What follows belongs to an exercise in optimizing a design on an open flow for small area, a short achievable clock period and few clock cycles; a production flow would make more cautious choices.
RTL that was checked went through simulation tests only; none was proved equivalent to the original.
The clock input has no modelled driver; a real chip could not lean on it and would need a root buffer or a full tree.

==> flow/design.v (excerpt) <==
module HT_TOP(
    input clk,
    input rst_n,
    input in_valid,
    input [2:0] in_weight,
    input out_mode,
    output reg out_valid,
    output reg out_code
);
clock: 6.0 ns
lec_check: 0
cap_margin: 20
core_margin: 2
core_utilization: 40
setup_slack_margin: 3.3
slew_margin: 20
run.sh (not shown) runs the stock make flow with config.mk's settings and CLKGATE_MAP_FILE= SYNTH_SCRIPT=/design/flow/synth_recipe.tcl, a recipe that flattens the netlist after the stock synthesis.
The first run completed without violations.
Change:
--- a/flow/config.mk
+++ b/flow/config.mk
@@ -11 +11 @@
-export SETUP_SLACK_MARGIN = 3.3
+export SETUP_SLACK_MARGIN = 3.6
Clock skew is about the same.
Non-clock buffer count is higher by 37.
Global-route usage is higher by 0.92 points.
Clock-buffer cell count is higher by 3.
Final area is higher by a few percent.
Utilization is higher by 2.5 points.
Area after synthesis is unchanged.
Wire length is higher by a little under a tenth.
No run of this note included a check of the RTL's function; only the layout flow was run.

* * *

Another version of the RTL of HT_TOP (not shown whole).
For scale: roughly 1400 cells after synthesis, roughly 140 flip-flops, roughly 9 I/O pins, about 9200 um2 of cells after synthesis.
==> flow/design.v (excerpt) <==
module HT_TOP(
    input clk,
    input rst_n,
    input in_valid,
    input [2:0] in_weight,
    input out_mode,
    output reg out_valid,
    output reg out_code
);
function [3:0] add3(input [2:0] a, input [2:0] b);
    reg [2:0] g, p; reg [3:0] c;
    begin
        g = a & b; p = a ^ b;
        c[0] = 1'b0;
        c[1] = g[0];
        c[2] = g[1] | (p[1] & g[0]);
        c[3] = g[2] | (p[2] & g[1]) | (p[2] & p[1] & g[0]);
        add3 = {c[3], p ^ c[2:0]};
    end
endfunction
function [5:0] add6(input [5:0] a, input [5:0] b);
    reg [5:0] g, p, c;
    begin
        g = a & b; p = a ^ b;
        c[0] = 1'b0;
        c[1] = g[0];
        c[2] = g[1] | (p[1] & g[0]);
        c[3] = g[2] | (p[2] & g[1]) | (p[2] & p[1] & g[0]);
        c[4] = g[3] | (p[3] & g[2]) | (p[3] & p[2] & g[1]) | (p[3] & p[2] & p[1] & g[0]);
        c[5] = g[4] | (p[4] & g[3]) | (p[4] & p[3] & g[2]) | (p[4] & p[3] & p[2] & g[1])
             | (p[4] & p[3] & p[2] & p[1] & g[0]);
        add6 = p ^ c;
    end
endfunction
function ge3(input [2:0] a, input [2:0] b);
    reg [2:0] gt, lt;
  ...
==> flow/config.mk <==
export PLATFORM = sky130hd
export DESIGN_NAME = HT_TOP
export DESIGN_NICKNAME = HT_TOP
export VERILOG_FILES = /design/flow/design.v
export SDC_FILE = /design/flow/constraint.sdc
export NUM_CORES = 4
export LEC_CHECK = 0
export ABC_AREA = 1
export CAP_MARGIN = 20
export CORE_MARGIN = 2
export CORE_UTILIZATION = 40
export SETUP_SLACK_MARGIN = 4.1
export SLEW_MARGIN = 20
==> flow/constraint.sdc <==
create_clock -name core_clock -period 6.0 [get_ports {clk}]
set_input_delay 1.2000 -clock core_clock [delete_from_list [all_inputs] [get_ports {clk}]]
set_output_delay 1.2000 -clock core_clock [all_outputs]
set_load 0.01 [all_outputs]
standard.sh (not shown) runs the stock make flow with config.mk's settings and CLKGATE_MAP_FILE= SYNTH_SCRIPT=/design/flow/synth_recipe.tcl, a recipe that flattens the netlist after the stock synthesis.
==> flow/flow/run.sh <==
#!/bin/bash
# Own flow: the standard layout, with a hook after CTS that replaces the
# clock tree by four clkbuf_16 fed by the clock port (flow/reclk.tcl).
set -euo pipefail
W=$(pwd)
export FLOW_FLOW_DIR="$W/flow"
export POST_CTS_TCL="$W/flow/post_cts.tcl"
bash standard.sh finish > "$W/standard_flow.log" 2>&1
==> flow/flow/reclk.tcl <==
proc my_reclock {} {
  set block [ord::get_db_block]
  set clkport_net [$block findNet clk]
  set recs {}
  foreach p [all_registers -clock_pins] {
    set it [sta::sta_to_db_pin $p]
    set loc [[$it getInst] getLocation]
    lappend recs [list $it [lindex $loc 0] [lindex $loc 1]]
  }
  # four groups of equal size
  set byx [lsort -integer -index 1 $recs]
  set n [llength $byx]
  set h [expr {$n / 2}]
  set halves [list [lrange $byx 0 [expr {$h - 1}]] [lrange $byx $h end]]
  set groups {}
  foreach half $halves {
    set byy [lsort -integer -index 2 $half]
    set m [llength $byy]
    set k [expr {$m / 2}]
    lappend groups [lrange $byy 0 [expr {$k - 1}]] [lrange $byy $k end]
  }
  # the old tree: its nets
  set oldnets {}
  foreach dnet [$block getNets] {
    if {[string match "clknet_*" [$dnet getName]]} { lappend oldnets $dnet }
  }
  # new buffers and nets; move the clock pins to them. Each quarter has a
  # root buffer on the clock port feeding two leaf buffers, each leaf feeding
  # half of the quarter's clock pins.
  set master [[ord::get_db] findMaster sky130_fd_sc_hd__buf_12]
  $clkport_net setSigType CLOCK
  set q 0
  foreach grp $groups {
    set rnet [odb::dbNet_create $block "bclk_rnet$q"]
    $rnet setSigType CLOCK
    set rbuf [odb::dbInst_create $block $master "bclk_rbuf$q"]
    [$rbuf findITerm A] connect $clkport_net
    [$rbuf findITerm X] connect $rnet
    set byx [lsort -integer -index 1 $grp]
    set c [llength $byx]
    set k [expr {$c / 2}]
    set rx 0; set ry 0
    set l 0
    foreach sub [list [lrange $byx 0 [expr {$k - 1}]] [lrange $byx $k end]] {
      set cnet [odb::dbNet_create $block "bclk_net${q}_$l"]
      $cnet setSigType CLOCK
      set buf [odb::dbInst_create $block $master "bclk_buf${q}_$l"]
      [$buf findITerm A] connect $rnet
      [$buf findITerm X] connect $cnet
      set sx 0; set sy 0
      foreach r $sub {
        set it [lindex $r 0]
        if {[$it getNet] ne "NULL"} { $it disconnect }
        $it connect $cnet
        set sx [expr {$sx + [lindex $r 1]}]; set sy [expr {$sy + [lindex $r 2]}]
      }
      set cs [llength $sub]
      set bx [expr {$sx / $cs}]; set by [expr {$sy / $cs}]
      $buf setLocation $bx $by
      $buf setPlacementStatus PLACED
      set rx [expr {$rx + $bx}]; set ry [expr {$ry + $by}]
      puts "my_reclock: bclk_buf${q}_$l drives $cs clock pins"
      incr l
    }
    $rbuf setLocation [expr {$rx / 2}] [expr {$ry / 2}]
    $rbuf setPlacementStatus PLACED
    incr q
  }
  # remove what is left of the old tree: its buffers, dummy loads and nets
  set dead {}
  foreach it [$clkport_net getITerms] {
    set inst [$it getInst]
    if {![string match "bclk_*" [$inst getName]]} { lappend dead $inst }
  }
  foreach dnet $oldnets {
    foreach it [$dnet getITerms] { lappend dead [$it getInst] }
  }
  set names {}
  foreach inst $dead {
    set nm [$inst getName]
    if {[lsearch -exact $names $nm] < 0} { lappend names $nm }
  }
  foreach nm $names {
    set inst [$block findInst $nm]
    puts "my_reclock: removing $nm ([[$inst getMaster] getName])"
    foreach it [$inst getITerms] {
      if {[$it getNet] ne "NULL"} { $it disconnect }
    }
    odb::dbInst_destroy $inst
  }
  foreach dnet $oldnets { odb::dbNet_destroy $dnet }
}
Other scripts of this flow, unchanged in this note and not shown: flow/flow/post_cts.tcl
Testbench counts at the start, summed over its fixed seeds: cycles 17,157.
==> next run, changes <==
--- a/flow/flow/reclk.tcl
+++ b/flow/flow/reclk.tcl
@@ -29,3 +29,3 @@
   # half of the quarter's clock pins.
-  set master [[ord::get_db] findMaster sky130_fd_sc_hd__buf_12]
+  set master [[ord::get_db] findMaster sky130_fd_sc_hd__clkbuf_16]
   $clkport_net setSigType CLOCK
Settings changed: SETUP_SLACK_MARGIN 4.1 to 3.9.
What happened: Core utilization drops by 5.4 points; cell area fell by 11%; routed wire length came out lower by 9.4%; via count is lower by 4.9%; die area stays the same; final cell count is lower by 4.8%; area after synthesis does not change.
==> next run, changes <==
Settings changed: ABC_AREA 1 to default.
Outcome: Clock skew is about the same; global-route usage climbs by 2.3 points; core utilization rises by 8.2 points; worst setup slack loses 0.35 ns; flip-flop and latch count does not change; synthesized area fell by 5.3%; synthesized cell count went down by 36%; hold slack improves by 0.028 ns; fmax fell by 15%; routed wire length went up by 2.7%.
==> next run, changes <==
Settings changed: ABC_AREA from default to 1, SETUP_SLACK_MARGIN 3.9 to 3.97.
What happened: Hold slack got worse by 0.029 ns; synthesized area goes up by 5.6%; register-to-register slack improved by 0.38 ns; wire length rose by 0.70%; final cell count increases by 35%; via count grows by 19%; utilization decreases by 7.0 points.
==> next run, changes <==
--- a/flow/flow/reclk.tcl
+++ b/flow/flow/reclk.tcl
@@ -29,3 +29,3 @@
   # half of the quarter's clock pins.
-  set master [[ord::get_db] findMaster sky130_fd_sc_hd__clkbuf_16]
+  set master [[ord::get_db] findMaster sky130_fd_sc_hd__buf_12]
   $clkport_net setSigType CLOCK
Settings changed: SETUP_SLACK_MARGIN 3.97 to 4.0.
Outcome: The new run produced a clean layout. Hold slack got worse by 0.0040 ns. First-iteration DRC count is lower by a few percent. Clock skew is higher by 0.0055 ns. Cell area is higher slightly. Synthesized area does not change. Core utilization is higher by 0.18 points.
In every run of this note, the design's own scripts or RTL, not TritonCTS, make the clock network.

* * *

HT_TOP, a different RTL version from the one above (not shown whole).
For scale: roughly 1000 cells after synthesis, ~140 flip-flops, roughly 9500 µm² of cells after synthesis.
==> flow/design.v (excerpt) <==
module HT_TOP(
    input clk,
    input rst_n,
    input in_valid,
    input [2:0] in_weight,
    input out_mode,
    output reg out_valid,
    output reg out_code
);
clock: 6.0 ns
lec_check: 0
abc_clock_period_in_ps: 2000
cap_margin: 20
core_margin: 2
core_utilization: 40
setup_slack_margin: 3.6
slew_margin: 20
run.sh (not shown) runs the stock make flow with config.mk's settings and CLKGATE_MAP_FILE= SYNTH_SCRIPT=/design/flow/synth_recipe.tcl, a recipe that flattens the netlist after the stock synthesis.
Stock flow here: none of the scripts above is used.
Rerun with:
--- a/flow/config.mk
+++ b/flow/config.mk
@@ -6,5 +6,4 @@
 export NUM_CORES = 4
 export LEC_CHECK = 0
-export ABC_CLOCK_PERIOD_IN_PS = 2000
 export CAP_MARGIN = 20
 export CORE_MARGIN = 2
Effect: Cell area stays the same. Global-route usage stays the same. Non-clock buffer count does not change. Register-to-register slack barely changes. First-iteration DRC count stays the same.
No run of this note included a check of the RTL's function; only the layout flow was run.

* * *

Another version of the RTL of HT_TOP (not shown whole).
Size: roughly 1400 cells after synthesis, about 150 flip-flops, ~9 I/O pins, ~9000 um^2 of cells after synthesis.
clock: 6.0 ns
lec_check: 0
abc_area: 1
cap_margin: 20
core_margin: 2
core_utilization: 40
setup_slack_margin: 3.75
slew_margin: 20
The starting point finished clean.
Testbench counts at the start, summed over its fixed seeds: cycles 17,157.
Edit:
Settings changed: SETUP_SLACK_MARGIN 3.75 to 3.85.
After rerunning: Maximum frequency went up by about 0.35%; setup slack gains 0.0076 ns; core utilization rises by 1.3 points; cell area rose by 2.7%; non-clock buffer count climbs by 12; clock skew barely changes; die area is unchanged; global-route usage goes up by 0.36 points.

* * *

Another version of the RTL of HT_TOP (not shown whole).
For scale: ~1,400 cells after synthesis, roughly 150 flip-flops, about 9 I/O pins.
==> flow/config.mk <==
export PLATFORM = sky130hd
export DESIGN_NAME = HT_TOP
export DESIGN_NICKNAME = HT_TOP
export VERILOG_FILES = /design/flow/design.v
export SDC_FILE = /design/flow/constraint.sdc
export NUM_CORES = 4
export LEC_CHECK = 0
export ABC_AREA = 1
export CAP_MARGIN = 20
export CORE_MARGIN = 2
export CORE_UTILIZATION = 40
export SETUP_SLACK_MARGIN = 3.8
export SLEW_MARGIN = 20
==> flow/constraint.sdc <==
create_clock -name core_clock -period 6.0 [get_ports {clk}]
set_input_delay 1.2000 -clock core_clock [delete_from_list [all_inputs] [get_ports {clk}]]
set_output_delay 1.2000 -clock core_clock [all_outputs]
set_load 0.01 [all_outputs]
standard.sh (not shown) runs the stock make flow with config.mk's settings and CLKGATE_MAP_FILE= SYNTH_SCRIPT=/design/flow/synth_recipe.tcl, a recipe that flattens the netlist after the stock synthesis.
Scripts as last shown in full above: flow/flow/run.sh
Other scripts of this flow, unchanged in this note and not shown: flow/flow/post_cts.tcl, flow/flow/reclk.tcl
Testbench counts at the start, summed over its fixed seeds: cycles 17,157.
Edit:
Settings changed: SETUP_SLACK_MARGIN 3.8 to 4.0.
Outcome: Final cell count came out higher by 2.3%. Routed wire length came out higher by 10%.
No run of this note takes its clock network from TritonCTS; it comes from the design's own scripts or RTL.

* * *

## the reference run
The RTL this note starts from:
==> flow/design.v <==
module HT_TOP(
    input clk,
    input rst_n,
    input in_valid,
    input [2:0] in_weight,
    input out_mode,
    output reg out_valid,
    output reg out_code
);
function [3:0] add3(input [2:0] a, input [2:0] b);
    reg [2:0] g, p; reg [3:0] c;
    begin
        g = a & b; p = a ^ b;
        c[0] = 1'b0;
        c[1] = g[0];
        c[2] = g[1] | (p[1] & g[0]);
        c[3] = g[2] | (p[2] & g[1]) | (p[2] & p[1] & g[0]);
        add3 = {c[3], p ^ c[2:0]};
    end
endfunction
function [5:0] add6(input [5:0] a, input [5:0] b);
    reg [5:0] g, p, c;
    begin
        g = a & b; p = a ^ b;
        c[0] = 1'b0;
        c[1] = g[0];
        c[2] = g[1] | (p[1] & g[0]);
        c[3] = g[2] | (p[2] & g[1]) | (p[2] & p[1] & g[0]);
        c[4] = g[3] | (p[3] & g[2]) | (p[3] & p[2] & g[1]) | (p[3] & p[2] & p[1] & g[0]);
        c[5] = g[4] | (p[4] & g[3]) | (p[4] & p[3] & g[2]) | (p[4] & p[3] & p[2] & g[1])
             | (p[4] & p[3] & p[2] & p[1] & g[0]);
        add6 = p ^ c;
    end
endfunction
function ge3(input [2:0] a, input [2:0] b);
    reg [2:0] gt, lt;
    begin
        gt = a & ~b; lt = ~a & b;
        ge3 = ~(lt[2] | (~gt[2] & (lt[1] | (~gt[1] & lt[0]))));
    end
endfunction
function ge6(input [5:0] a, input [5:0] b);
    reg [5:0] gt, lt;
    begin
        gt = a & ~b; lt = ~a & b;
        ge6 = ~(lt[5] | (~gt[5] & (lt[4] | (~gt[4] & (lt[3] | (~gt[3] &
              (lt[2] | (~gt[2] & (lt[1] | (~gt[1] & lt[0]))))))))));
    end
endfunction
reg       iv;               
reg       om;               
always @(posedge clk or negedge rst_n) begin
    if (!rst_n)
        iv <= 1'b0;
    else
        iv <= in_valid;
end
always @(posedge clk) begin
    om <= out_mode;
end
localparam IDLE = 2'd0, IN = 2'd1, MERGE = 2'd2, OUT = 2'd3;
reg [1:0] phase;
reg [2:0] cnt;
reg [4:0] coh;             
reg       mode;
reg [5:0] w [0:7];
reg [4:0] m [0:7];
reg [5:0] Y;               
reg [6:0] cr [0:4];        
reg [4:0] rootbit;         
reg       rb;              
reg in_phase;               
wire [2:0] k = (phase == IN) ? cnt : 3'd0;    
wire md = (phase == IN) ? mode : om;
reg [4:0] leaf_m;
always @(*) begin
    leaf_m = 5'd0;
    if (!md) begin
        case (k)
            3'd4: leaf_m = 5'b00001;
            3'd5: leaf_m = 5'b00010;
            3'd6: leaf_m = 5'b00100;
            3'd7: leaf_m = 5'b01000;
            3'd3: leaf_m = 5'b10000;
            default: leaf_m = 5'd0;
        endcase
    end else begin
        case (k)
            3'd4: leaf_m = 5'b00001;
            3'd2: leaf_m = 5'b00010;
            3'd5: leaf_m = 5'b00100;
            3'd0: leaf_m = 5'b01000;
            3'd1: leaf_m = 5'b10000;
            default: leaf_m = 5'd0;
        endcase
    end
end
wire [9:0] st, c;
genvar g;
generate
    for (g = 0; g < 8; g = g + 1) begin : cmp
        assign c[g]  = ge6(w[g], Y);
        assign st[g] = (k > 7 - g) && c[g];
    end
endgenerate
assign st[9:8] = 2'b11;
assign c[9:8]  = 2'b11;
wire [5:0] nw = Y;
wire [4:0] nm = in_phase ? leaf_m : (m[0] | m[1]);
wire [5:0] wx [0:9];
wire [4:0] mx [0:9];
generate
    for (g = 0; g < 8; g = g + 1) begin : ext
        assign wx[g] = w[g];
        assign mx[g] = m[g];
    end
endgenerate
assign wx[8] = 6'h3f; assign wx[9] = 6'h3f;
assign mx[8] = 5'd0;  assign mx[9] = 5'd0;
wire [3:0] s_in_a = add3(Y[2:0], w[1][2:0]);
wire [3:0] s_in_b = add3(w[1][2:0], w[2][2:0]);
wire [5:0] s_m_a = add6(Y, w[2]);
wire [5:0] s_m_b = add6(w[2], w[3]);
wire [5:0] s_next = in_phase ? (st[2] ? {2'd0, s_in_a} : {2'd0, s_in_b})
                             : (c[3] ? s_m_a : s_m_b);
wire [7:0] selA, selB;
wire [10:0] dA [0:7];
wire [10:0] dB [0:7];
wire [10:0] dN = {nm, nw};
generate
    for (g = 0; g < 8; g = g + 1) begin : upd
        assign selA[g] = in_phase ? st[g] : (g > 0 ? c[g+1] : 1'b0);
        assign selB[g] = in_phase ? st[g+1] : c[g+2];
        assign dA[g] = in_phase ? {mx[g], wx[g]} : {mx[g+1], wx[g+1]};
        assign dB[g] = in_phase ? {mx[g+1], wx[g+1]} : {mx[g+2], wx[g+2]};
        wire [10:0] nxt = ({11{selA[g]}} & dA[g]) | ({11{~selA[g] & selB[g]}} & dN)
                        | ({11{~selB[g]}} & dB[g]);
        always @(posedge clk) begin
            w[g] <= nxt[5:0];
            m[g] <= nxt[10:6];
        end
    end
endgenerate
always @(posedge clk)
    Y <= ip_next ? {3'd0, in_weight} : s_next;
wire fuse = (phase == MERGE) && (cnt == 3'd5);
wire ip_next = !((phase == IN && cnt == 3'd7) || (phase == MERGE && !fuse));
integer j;
always @(posedge clk) begin
    for (j = 0; j < 5; j = j + 1) begin
        if (phase == IDLE || phase == IN)
            cr[j] <= 7'd1;
        else if (phase == MERGE) begin
            if (m[0][j] | m[1][j])
                cr[j] <= {cr[j][5:0], m[0][j]};
            if (fuse)
                rootbit[j] <= ~((m[0][j] | m[1][j]) ^ c[2]);
        end else if (coh[j] && !rb)
            cr[j] <= {1'b0, cr[j][6:1]};
    end
end
reg [4:0] emp, lst, top;
always @(*) begin
    for (j = 0; j < 5; j = j + 1) begin
        emp[j] = (cr[j] == 7'd1);
        lst[j] = (cr[j][6:1] == 6'd1);
        top[j] = cr[j][0];
    end
end
wire cempty = |(coh & emp);
wire last = |(coh & lst);
wire adv = rb ? cempty : last;       
wire empty0 = (cr[0] == 7'd1) && !(m[0][0] | m[1][0]);
always @(posedge clk or negedge rst_n) begin
    if (!rst_n) begin
        phase <= IDLE;
        out_valid <= 1'b0;
        out_code <= 1'b0;
    end else begin
        case (phase)
            IDLE: begin
                out_valid <= 1'b0;
                if (iv) phase <= IN;
            end
            IN: begin
                if (cnt == 3'd7) phase <= MERGE;
            end
            MERGE: begin
                if (fuse) begin
                    phase <= OUT;
                    out_valid <= 1'b1;
                    out_code <= ~((m[0][0] | m[1][0]) ^ c[2]);
                end
            end
            OUT: begin
                out_code <= |(coh & (rb ? rootbit : top));
                if (adv && coh[4]) phase <= IDLE;
            end
        endcase
    end
end
always @(posedge clk or negedge rst_n) begin
    if (!rst_n)
        in_phase <= 1'b1;
    else
        in_phase <= ip_next;
end
always @(posedge clk) begin
    case (phase)
        IDLE: begin
            cnt <= 3'd1;
            mode <= om;
        end
        IN: cnt <= cnt + 3'd1;
        MERGE: begin
            cnt <= cnt + 3'd1;
            coh <= empty0 ? 5'b00010 : 5'b00001;
            rb <= empty0;
        end
        OUT: begin
            if (adv) begin
                coh <= {coh[3:0], 1'b0};
                rb <= 1'b1;
            end else
                rb <= 1'b0;
        end
    endcase
end
endmodule
Settings: LEC_CHECK=0, ABC_AREA=1, CAP_MARGIN=20, CORE_MARGIN=2, CORE_UTILIZATION=40, PLACE_DENSITY=0.8, SETUP_SLACK_MARGIN=3.6, SLEW_MARGIN=20; clock period 6.0 ns.
run.sh (not shown) runs the stock make flow with config.mk's settings and CLKGATE_MAP_FILE= SYNTH_SCRIPT=/design/flow/synth_recipe.tcl, a recipe that flattens the netlist after the stock synthesis.
Stock flow here: none of the scripts above is used.
Testbench counts of the reference run, summed over its fixed seeds: cycles 17,157.
[inputs] the trial run vs the reference run
- swapping 40 for 50 in CORE_UTILIZATION
- clearing PLACE_DENSITY, which used to be 0.8
- swapping 3.6 for 3.85 in SETUP_SLACK_MARGIN
## What came out
- out_code$_DFFE_PN0P_ as the origin of the worst setup path was reported by the trial run, and phase[1]$_DFFE_PN0P_ by the reference run.
- Diff the trial run..the reference run | CTS buffer count | unchanged
- Summary — aggregate routed wire length, the trial run relative to the reference run: higher, by about 11%.
- Going from the reference run to the trial run, met2 routed wirelength grew by a little under 10%.
- The reference run has a higher final critical delay including setup and external delays than the trial run.
- Global-route usage was lower in the run labelled the reference run.
- Compared with the reference run, the trial run shows fraction of area in multi-input gates lower by 0.69 points.

[afterwards: timing with drivers on the ports]
Ports are ideal in the flow. The routed layouts listed here were re-timed in OpenROAD. Step 1 (the two cells are an assumption about what drives the block):
set clk [get_ports {clk}]
set_driving_cell -lib_cell sky130_fd_sc_hd__clkbuf_16 $clk
set_driving_cell -lib_cell sky130_fd_sc_hd__buf_2 [delete_from_list [all_inputs] $clk]
Step 2 also shifts input and output timing later by t, the mid clock arrival at the registers, as if the neighbouring blocks saw the same clock. Three values: no drivers, after step 1, after step 2; two values: the first two.
| run | t (ns) | slack for setup (ns) | worst hold slack (ns) |
|---|---|---|---|
| the first run of note 1 | 0.466 | 3.411 / 3.411 / 3.411 | 0.464 / 0.464 / 0.464 |
| the second run of note 1 | 0.475 | 3.649 / 3.633 / 3.649 | 0.470 / 0.470 / 0.470 |
| the first run of note 2 | 0.328 | 3.990 / 3.948 / 3.881 | 0.478 / 0.478 / 0.478 |
| the second run of note 2 | 0.370 | 3.980 / 3.897 / 3.880 | 0.482 / 0.482 / 0.482 |
| the third run of note 2 | 0.369 | 3.629 / 3.629 / 3.629 | 0.510 / 0.510 / 0.510 |
| the fourth run of note 2 | 0.370 | 3.991 / 3.895 / 3.884 | 0.481 / 0.481 / 0.481 |
| the fifth run of note 2 | 0.326 | 4.042 / 3.943 / 3.891 | 0.477 / 0.477 / 0.477 |
| the first run of note 3 | 0.475 | 2.810 / 2.828 / 2.353 | 0.481 / 0.481 / 0.481 |
| the second run of note 3 | 0.475 | 2.810 / 2.828 / 2.353 | 0.481 / 0.481 / 0.481 |
| the first run of note 4 | 0.475 | 3.844 / 3.803 / 3.844 | 0.441 / 0.441 / 0.441 |
| the second run of note 4 | 0.478 | 3.851 / 3.805 / 3.860 | 0.441 / 0.441 / 0.441 |
| the first run of note 5 | 0.373 | 3.923 / 3.882 / 3.808 | 0.472 / 0.472 / 0.472 |
| the second run of note 5 | 0.372 | 3.960 / 3.866 / 3.821 | 0.468 / 0.468 / 0.468 |
| the reference run | 0.475 | 3.672 / 3.658 / 3.672 | 0.472 / 0.472 / 0.472 |
| the trial run | 0.468 | 3.852 / 3.810 / 3.856 | 0.469 / 0.469 / 0.469 |
After both steps setup and hold are still met in every run listed.
